From an optimization exercise on the open Yosys and OpenROAD flow, aimed at small area, a short achievable clock period and few clock cycles per item; shortcuts taken in it are not production practice. At most, simulation tests tie the RTL to the original design; equivalence was not proved.

==> module cordic, before the edit <==
module cordic #(
    parameter WIDTH = 16,
    parameter ITERATIONS = 16,
    parameter FRAC_BITS = 14
) (
    input wire clk,
    input wire rst,
    input wire start,
    input wire signed [WIDTH-1:0] theta,
    output wire signed [WIDTH-1:0] cos_out,
    output wire signed [WIDTH-1:0] sin_out,
    output reg done
);
    reg signed [15:0] x, y, z;
    reg [3:0] cnt;           
    wire busy = |cnt;
    assign cos_out = x;
    assign sin_out = y;
    reg signed [15:0] atab;
    always @(*) begin
        case (cnt)
            4'd2:  atab = 16'h1DAC;
            4'd3:  atab = 16'h0FAD;
            4'd4:  atab = 16'h07F5;
            4'd5:  atab = 16'h03FE;
            4'd6:  atab = 16'h01FF;
            4'd7:  atab = 16'h00FF;
            4'd8:  atab = 16'h007F;
            4'd9:  atab = 16'h003F;
            4'd10: atab = 16'h001F;
            4'd11: atab = 16'h000F;
            4'd12: atab = 16'h0007;
            4'd13: atab = 16'h0003;
            4'd14: atab = 16'h0001;
            default: atab = 16'h0000;
        endcase
    end
    wire d0n = theta[15];
    wire signed [15:0] z1 = d0n ? theta + 16'sh3243 : theta - 16'sh3243;
    wire d1n = z1[15];
    wire signed [15:0] x2 = (d0n ^ d1n) ? 16'sh7497 : 16'sh26DD;
    wire signed [15:0] y2 = d0n ? (d1n ? 16'sh8B69 : 16'shD923)
                                : (d1n ? 16'sh26DD : 16'sh7497);
    wire signed [15:0] zn = z[15] ? z + atab : z - atab;
    wire dn = zn[15];
    wire signed [15:0] xs = x >>> cnt;
    wire signed [15:0] ys = y >>> cnt;
    wire signed [15:0] xn = dn ? x + ys : x - ys;
    wire signed [15:0] yn = dn ? y - xs : y + xs;
    always @(posedge clk or posedge rst) begin
        if (rst) begin
            cnt <= 4'd0;
            done <= 1'b0;
        end else if (start && !busy) begin
            cnt <= 4'd2;
            done <= 1'b0;
        end else if (busy) begin
            cnt <= cnt + 4'd1;
            if (cnt == 4'd15) done <= 1'b1;
        end
    end
    always @(posedge clk) begin
        if (start && !busy) begin
            x <= x2;
            y <= y2;
            z <= z1;
        end else if (busy) begin
            x <= xn;
            y <= yn;
            z <= zn;
        end
    end
endmodule
Settings: LEC_CHECK=0, ABC_CLOCK_PERIOD_IN_PS=3000, CAP_MARGIN=20, CORE_MARGIN=2, CORE_UTILIZATION=40, SETUP_SLACK_MARGIN=5.0, SLEW_MARGIN=20; clock period 9.0 ns.
run.sh (not shown) runs the stock make flow with config.mk's settings and CLKGATE_MAP_FILE= SYNTH_SCRIPT=/design/flow/synth_recipe.tcl, a recipe that flattens the netlist after the stock synthesis.
Testbench counts at the start, summed over its fixed seeds: cycles 48,000, items 3,200.
Change:
==> flow/design.v (replaced) <==
module cordic #(
    parameter WIDTH = 16,
    parameter ITERATIONS = 16,
    parameter FRAC_BITS = 14
) (
    input wire clk,
    input wire rst,
    input wire start,
    input wire signed [WIDTH-1:0] theta,
    output wire signed [WIDTH-1:0] cos_out,
    output wire signed [WIDTH-1:0] sin_out,
    output reg done
);
    reg signed [15:0] x, y, z;
    reg [3:0] cnt;           
    wire busy = |cnt;
    assign cos_out = x;
    assign sin_out = y;
    reg signed [15:0] atab;
    always @(*) begin
        case (cnt)
            4'd1:  atab = 16'h1DAC;
            4'd2:  atab = 16'h0FAD;
            4'd3:  atab = 16'h07F5;
            4'd4:  atab = 16'h03FE;
            4'd5:  atab = 16'h01FF;
            4'd6:  atab = 16'h00FF;
            4'd7:  atab = 16'h007F;
            4'd8:  atab = 16'h003F;
            4'd9:  atab = 16'h001F;
            4'd10: atab = 16'h000F;
            4'd11: atab = 16'h0007;
            4'd12: atab = 16'h0003;
            4'd13: atab = 16'h0001;
            default: atab = 16'h0000;
        endcase
    end
    wire d0n = theta[15];
    wire signed [15:0] z1 = theta + (d0n ? 16'sh3243 : -16'sh3243);
    wire signed [15:0] y1 = d0n ? -16'sh4DBA : 16'sh4DBA;
    wire dn = z[15];
    wire signed [15:0] zn = z + (atab ^ {16{~dn}}) + {15'd0, ~dn};
    wire signed [15:0] xs = x >>> cnt;
    wire signed [15:0] ys = y >>> cnt;
    wire signed [15:0] xn = x + (ys ^ {16{~dn}}) + {15'd0, ~dn};
    wire signed [15:0] yn = y + (xs ^ {16{dn}}) + {15'd0, dn};
    always @(posedge clk or posedge rst) begin
        if (rst) begin
            cnt <= 4'd0;
            done <= 1'b0;
        end else if (start && !busy) begin
            cnt <= 4'd1;
            done <= 1'b0;
        end else if (busy) begin
            cnt <= cnt + 4'd1;
            if (cnt == 4'd15) done <= 1'b1;
        end
    end
    always @(posedge clk) begin
        if (start && !busy) begin
            x <= 16'sh4DBA;
            y <= y1;
            z <= z1;
        end else if (busy) begin
            x <= xn;
            y <= yn;
            z <= zn;
        end
    end
endmodule
After rerunning: Final cell count fell by a few percent; sequential share of layout area rose by 0.50 points; worst setup slack gains 1.7 ns; register-to-register slack gains 1.7 ns; cell area fell by roughly a tenth; synthesized cell count fell slightly.
No functional check of the RTL was part of the second run of this note.


Another version of the RTL of cordic (not shown whole).
Size: about 930 cells after synthesis, about 52 I/O pins, roughly 0.0061 mm2 of cells after synthesis.
==> module cordic, before the edit <==
module cordic #(
    parameter WIDTH = 16,
    parameter ITERATIONS = 16,
    parameter FRAC_BITS = 14
) (
    input wire clk,
    input wire rst,
    input wire start,
    input wire signed [WIDTH-1:0] theta,
    output wire signed [WIDTH-1:0] cos_out,
    output wire signed [WIDTH-1:0] sin_out,
    output reg done
);
    reg signed [15:0] x, y, z;
    reg dir;
    reg [3:0] cnt;           
    wire busy = |cnt;
    assign cos_out = x;
    assign sin_out = y;
    reg [15:0] atab;
    always @(*) begin
        case (cnt)
            4'd2:  atab = 16'h0FAD;
            4'd3:  atab = 16'h07F5;
            4'd4:  atab = 16'h03FE;
            4'd5:  atab = 16'h01FF;
            4'd6:  atab = 16'h00FF;
            4'd7:  atab = 16'h007F;
            4'd8:  atab = 16'h003F;
            4'd9:  atab = 16'h001F;
            4'd10: atab = 16'h000F;
            4'd11: atab = 16'h0007;
            4'd12: atab = 16'h0003;
            4'd13: atab = 16'h0001;
            default: atab = 16'h0000;
        endcase
    end
    wire [15:0] c01 = z[15] ? (dir ? 16'h4FEF : 16'h1497)
                            : (dir ? 16'hEB69 : 16'hB011);
    wire first = (cnt == 4'd1);
    wire [15:0] zadd = first ? c01 : (atab ^ {16{~dir}});
    wire zcin = ~dir & ~first;
    wire [15:0] zn = z + zadd + {15'd0, zcin};
    wire [15:0] t1 = theta + (theta[15] ? 16'h3243 : 16'hCDBD);
    wire signed [15:0] xs = x >>> cnt;
    wire signed [15:0] ys = y >>> cnt;
    wire signed [15:0] xn = x + (ys ^ {16{~dir}}) + {15'd0, ~dir};
    wire signed [15:0] yn = y + (xs ^ {16{dir}}) + {15'd0, dir};
    always @(posedge clk or posedge rst) begin
        if (rst) begin
            cnt <= 4'd0;
            done <= 1'b0;
        end else if (start && !busy) begin
            cnt <= 4'd1;
            done <= 1'b0;
        end else if (busy) begin
            cnt <= cnt + 4'd1;
            if (cnt == 4'd15) done <= 1'b1;
        end
    end
    always @(posedge clk) begin
        if (busy) begin
            z <= zn;
            dir <= zn[15];
        end else begin
            z <= theta;
            dir <= t1[15];
        end
        if (start && !busy) begin
            x <= 16'sh4DBA;
            y <= theta[15] ? -16'sh4DBA : 16'sh4DBA;
        end else if (busy) begin
            x <= xn;
            y <= yn;
        end
    end
endmodule
export LEC_CHECK = 0
export ABC_AREA = 1
export CAP_MARGIN = 20
export CORE_MARGIN = 2
export CORE_UTILIZATION = 65
export SETUP_SLACK_MARGIN = 5.0
export SLEW_MARGIN = 20
create_clock -name core_clock -period 9.0 [get_ports {clk}]
standard.sh (not shown) runs the stock make flow with config.mk's settings and CLKGATE_MAP_FILE= SYNTH_SCRIPT=/design/flow/synth_recipe.tcl, a recipe that flattens the netlist after the stock synthesis.
==> flow/flow/run.sh <==
#!/bin/bash
# The standard layout with plain buffers on the ports, and repair_timing
# aiming at a tighter period than the clock's (the SDC stays as it is).
set -euo pipefail
bash standard.sh "BUFFER_PORTS_ARGS=-buffer_cell sky130_fd_sc_hd__buf_1" SETUP_SLACK_MARGIN=5.5 finish > flow_make.log 2>&1
Testbench counts at the start, summed over its fixed seeds: cycles 51,200, items 3,200.
Then changed:
--- a/flow/design.v
+++ b/flow/design.v
@@ -10,13 +10,14 @@
     output wire signed [WIDTH-1:0] cos_out,
     output wire signed [WIDTH-1:0] sin_out,
     output reg done
 );
     reg signed [15:0] x, y, z;
-    reg dir;
+    reg dir;                 
+    reg zpos;                
     reg [3:0] cnt;           
-    wire busy = |cnt;
+    reg busy;                
     assign cos_out = x;
     assign sin_out = y;
     reg [15:0] atab;
     always @(*) begin
         case (cnt)
@@ -33,40 +34,47 @@
             4'd12: atab = 16'h0003;
             4'd13: atab = 16'h0001;
             default: atab = 16'h0000;
         endcase
     end
-    wire [15:0] c01 = z[15] ? (dir ? 16'h4FEF : 16'h1497)
-                            : (dir ? 16'hEB69 : 16'hB011);
+    wire [15:0] c01 = z[15] ? (zpos ? 16'h1497 : 16'h4FEF)
+                            : (zpos ? 16'hB011 : 16'hEB69);
     wire first = (cnt == 4'd1);
-    wire [15:0] zadd = first ? c01 : (atab ^ {16{~dir}});
-    wire zcin = ~dir & ~first;
+    wire [15:0] zadd = first ? c01 : (atab ^ {16{zpos}});
+    wire zcin = zpos & ~first;
     wire [15:0] zn = z + zadd + {15'd0, zcin};
     wire [15:0] t1 = theta + (theta[15] ? 16'h3243 : 16'hCDBD);
     wire signed [15:0] xs = x >>> cnt;
     wire signed [15:0] ys = y >>> cnt;
     wire signed [15:0] xn = x + (ys ^ {16{~dir}}) + {15'd0, ~dir};
     wire signed [15:0] yn = y + (xs ^ {16{dir}}) + {15'd0, dir};
     always @(posedge clk or posedge rst) begin
         if (rst) begin
             cnt <= 4'd0;
+            busy <= 1'b0;
             done <= 1'b0;
         end else if (start && !busy) begin
             cnt <= 4'd1;
+            busy <= 1'b1;
             done <= 1'b0;
         end else if (busy) begin
             cnt <= cnt + 4'd1;
-            if (cnt == 4'd15) done <= 1'b1;
+            if (cnt == 4'd15) begin
+                busy <= 1'b0;
+                done <= 1'b1;
+            end
         end
     end
     always @(posedge clk) begin
         if (busy) begin
             z <= zn;
             dir <= zn[15];
+            zpos <= ~zn[15];
         end else begin
             z <= theta;
             dir <= t1[15];
+            zpos <= ~t1[15];
         end
         if (start && !busy) begin
             x <= 16'sh4DBA;
             y <= theta[15] ? -16'sh4DBA : 16'sh4DBA;
         end else if (busy) begin
What happened:
- The changed run finished with timing, DRC and antenna clean
- cell area rose by a few percent
- worst setup slack degrades by 6.1 ps
- flip-flop and latch count rose by 2
No functional check of the RTL was part of the second run of this note.


Setup of Q:
cordic, a different RTL version from the one above (not shown whole).
Size in the first run: roughly 66 flip-flops.
==> module cordic, before the edit <==
module cordic #(
    parameter WIDTH = 16,
    parameter ITERATIONS = 16,
    parameter FRAC_BITS = 14
) (
    input wire clk,
    input wire rst,
    input wire start,
    input wire signed [WIDTH-1:0] theta,
    output wire signed [WIDTH-1:0] cos_out,
    output wire signed [WIDTH-1:0] sin_out,
    output reg done
);
    reg signed [15:0] x, y, z;
    reg n1;                  
    reg dir;                 
    reg zpos;                
    reg [3:0] cnt;           
    reg [3:0] cx;            
    reg [3:0] cyn;           
    reg sec;                 
    reg busy;                
    assign cos_out = x;
    assign sin_out = y;
    reg [15:0] atab;
    always @(*) begin
        case (cnt)
            4'd3:  atab = 16'h07F5;
            4'd4:  atab = 16'h03FE;
            4'd5:  atab = 16'h01FF;
            4'd6:  atab = 16'h00FF;
            4'd7:  atab = 16'h007F;
            4'd8:  atab = 16'h003F;
            4'd9:  atab = 16'h001F;
            4'd10: atab = 16'h000F;
            4'd11: atab = 16'h0007;
            4'd12: atab = 16'h0003;
            4'd13: atab = 16'h0001;
            default: atab = 16'h0000;
        endcase
    end
    reg [15:0] c012;
    always @(*) begin
        case ({z[15], n1, zpos})
            3'b001: c012 = 16'hA064;
            3'b000: c012 = 16'hBFBE;
            3'b011: c012 = 16'hDBBC;
            3'b010: c012 = 16'hFB16;
            3'b101: c012 = 16'h04EA;
            3'b100: c012 = 16'h2444;
            3'b111: c012 = 16'h4042;
            default: c012 = 16'h5F9C;
        endcase
    end
    wire [15:0] zadd = sec ? c012 : (atab ^ {16{zpos}});
    wire zcin = zpos & ~sec;
    wire [15:0] zn = z + zadd + {15'd0, zcin};
    wire s0 = theta[15];
    wire signed [15:0] th = theta;
    wire lt_p0  = th < 16'sd12867;
    wire lt_pm  = th < 16'sd5271;
    wire lt_pp  = th < 16'sd20463;
    wire lt_n0  = th < -16'sd12867;
    wire lt_nm  = th < -16'sd5271;
    wire lt_nn  = th < -16'sd20463;
    wire s1 = s0 ? lt_n0 : lt_p0;
    wire s2 = s0 ? (lt_n0 ? lt_nn : lt_nm) : (lt_p0 ? lt_pm : lt_pp);
    wire [15:0] x2 = (s0 ^ s1) ? 16'h7497 : 16'h26DD;
    wire [15:0] y2 = s0 ? (s1 ? 16'h8B69 : 16'hD923)
                        : (s1 ? 16'h26DD : 16'h7497);
    wire signed [15:0] xs = x >>> cx;
    wire signed [15:0] ys = y >>> ~cyn;
    wire signed [15:0] xn = x + (ys ^ {16{~dir}}) + {15'd0, ~dir};
    wire signed [15:0] yn = y + (xs ^ {16{dir}}) + {15'd0, dir};
    always @(posedge clk or posedge rst) begin
        if (rst) begin
            cnt <= 4'd0;
            busy <= 1'b0;
            done <= 1'b0;
        end else if (start && !busy) begin
            cnt <= 4'd2;
            busy <= 1'b1;
            done <= 1'b0;
        end else if (busy) begin
            cnt <= cnt + 4'd1;
            if (cnt == 4'd15) begin
                busy <= 1'b0;
                done <= 1'b1;
            end
        end
    end
    always @(posedge clk) begin
        if (busy) begin
            z <= zn;
            dir <= zn[15];
            zpos <= ~zn[15];
            cx <= cx + 4'd1;
            cyn <= cyn - 4'd1;
            sec <= 1'b0;
        end else begin
            z <= theta;
            cx <= 4'd2;
            cyn <= ~4'd2;
            sec <= start;
            n1 <= s1;
            dir <= s2;
            zpos <= ~s2;
        end
        if (start && !busy) begin
            x <= x2;
            y <= y2;
        end else if (busy) begin
            x <= xn;
            y <= yn;
        end
    end
endmodule
==> flow/config.mk <==
export PLATFORM = sky130hd
export DESIGN_NAME = cordic
export DESIGN_NICKNAME = cordic
export VERILOG_FILES = /design/flow/design.v
export SDC_FILE = /design/flow/constraint.sdc
export NUM_CORES = 4
export LEC_CHECK = 0
export ABC_AREA = 1
export CAP_MARGIN = 20
export CORE_MARGIN = 2
export CORE_UTILIZATION = 65
export SETUP_SLACK_MARGIN = 5.0
export SLEW_MARGIN = 20
==> flow/constraint.sdc <==
create_clock -name core_clock -period 9.0 [get_ports {clk}]
set_input_delay 1.8000 -clock core_clock [delete_from_list [all_inputs] [get_ports {clk}]]
set_output_delay 1.8000 -clock core_clock [all_outputs]
set_load 0.01 [all_outputs]
Scripts as last shown in full above: flow/flow/run.sh
Q: no failed stages, no open violations at the end
Testbench counts of Q, summed over its fixed seeds: cycles 48,000, items 3,200.
The following lists how S was set up differently from Q:
--- a/flow/design.v
+++ b/flow/design.v
@@ -69,6 +69,8 @@
     wire [15:0] y2 = s0 ? (s1 ? 16'h8B69 : 16'hD923)
                         : (s1 ? 16'h26DD : 16'h7497);
-    wire signed [15:0] xs = x >>> cx;
-    wire signed [15:0] ys = y >>> ~cyn;
+    wire signed [15:0] xg = x & {16{busy}};
+    wire signed [15:0] yg = y & {16{busy}};
+    wire signed [15:0] xs = xg >>> cx;
+    wire signed [15:0] ys = yg >>> ~cyn;
     wire signed [15:0] xn = x + (ys ^ {16{~dir}}) + {15'd0, ~dir};
     wire signed [15:0] yn = y + (xs ^ {16{dir}}) + {15'd0, dir};
@@ -110,5 +112,5 @@
             x <= x2;
             y <= y2;
-        end else if (busy) begin
+        end else begin
             x <= xn;
             y <= yn;
### Flow results
- Compared with Q, in S effective utilization at floorplan rose by 1.3 points.
- Portion of the post-synthesis area used by sequential elements came out lower on S than on Q.
- Compared with Q, S has extra setup slack.
- In the metrics for S and Q, the one carrying the lower met3 track demand over resource is Q.
- Delta (S minus Q): compound-gate portion of the synthesized area went up; count of clock-buffer cells in the layout went up; post-detailed-route via-to-cell ratio went up.
- Q → S: count of multi-input combinational gates climbed 11.
Testbench counts of S, summed over its fixed seeds: cycles 48,000, items 3,200.

==> re-timing with driven ports <==
The results above use ideal ports. As a check the final layouts listed here were re-extracted and re-timed, cells and wires unchanged.
Step 1, drivers: a clkbuf_16 drives clk and a buf_2 each remaining input, both assumed.
Step 2, shift: input delay + t, output delay - t, t = (earliest + latest rising clock arrival at the registers) / 2. This alone moves slack from input paths to output paths.
Slacks: no drivers / after step 1 / after step 2; pairs: no drivers / after step 1.
run | t (ns) | setup WS [ns] | worst register clock-pin slew, ns | cell pins on the clock port's net
the first run of note 1 | 0.348 | 3.313 / 3.313 / 3.313 | 0.08 / 0.08 | 1
the second run of note 1 | 0.341 | 5.037 / 5.037 / 4.799 | 0.08 / 0.08 | 1
the first run of note 2 | 0.358 | 5.557 / 5.557 / 5.370 | 0.12 / 0.12 | 1
the second run of note 2 | 0.359 | 5.551 / 5.551 / 5.345 | 0.12 / 0.12 | 1
Q | 0.395 | 5.644 / 5.644 / 5.320 | 0.08 / 0.08 | 1
S | 0.401 | 5.658 / 5.658 / 5.449 | 0.08 / 0.08 | 1
After both steps setup and hold are still met in every run listed. For Q, which loses most, drivers alone change the setup slack by 0.000 ns; drivers and shift together by -0.324 ns.
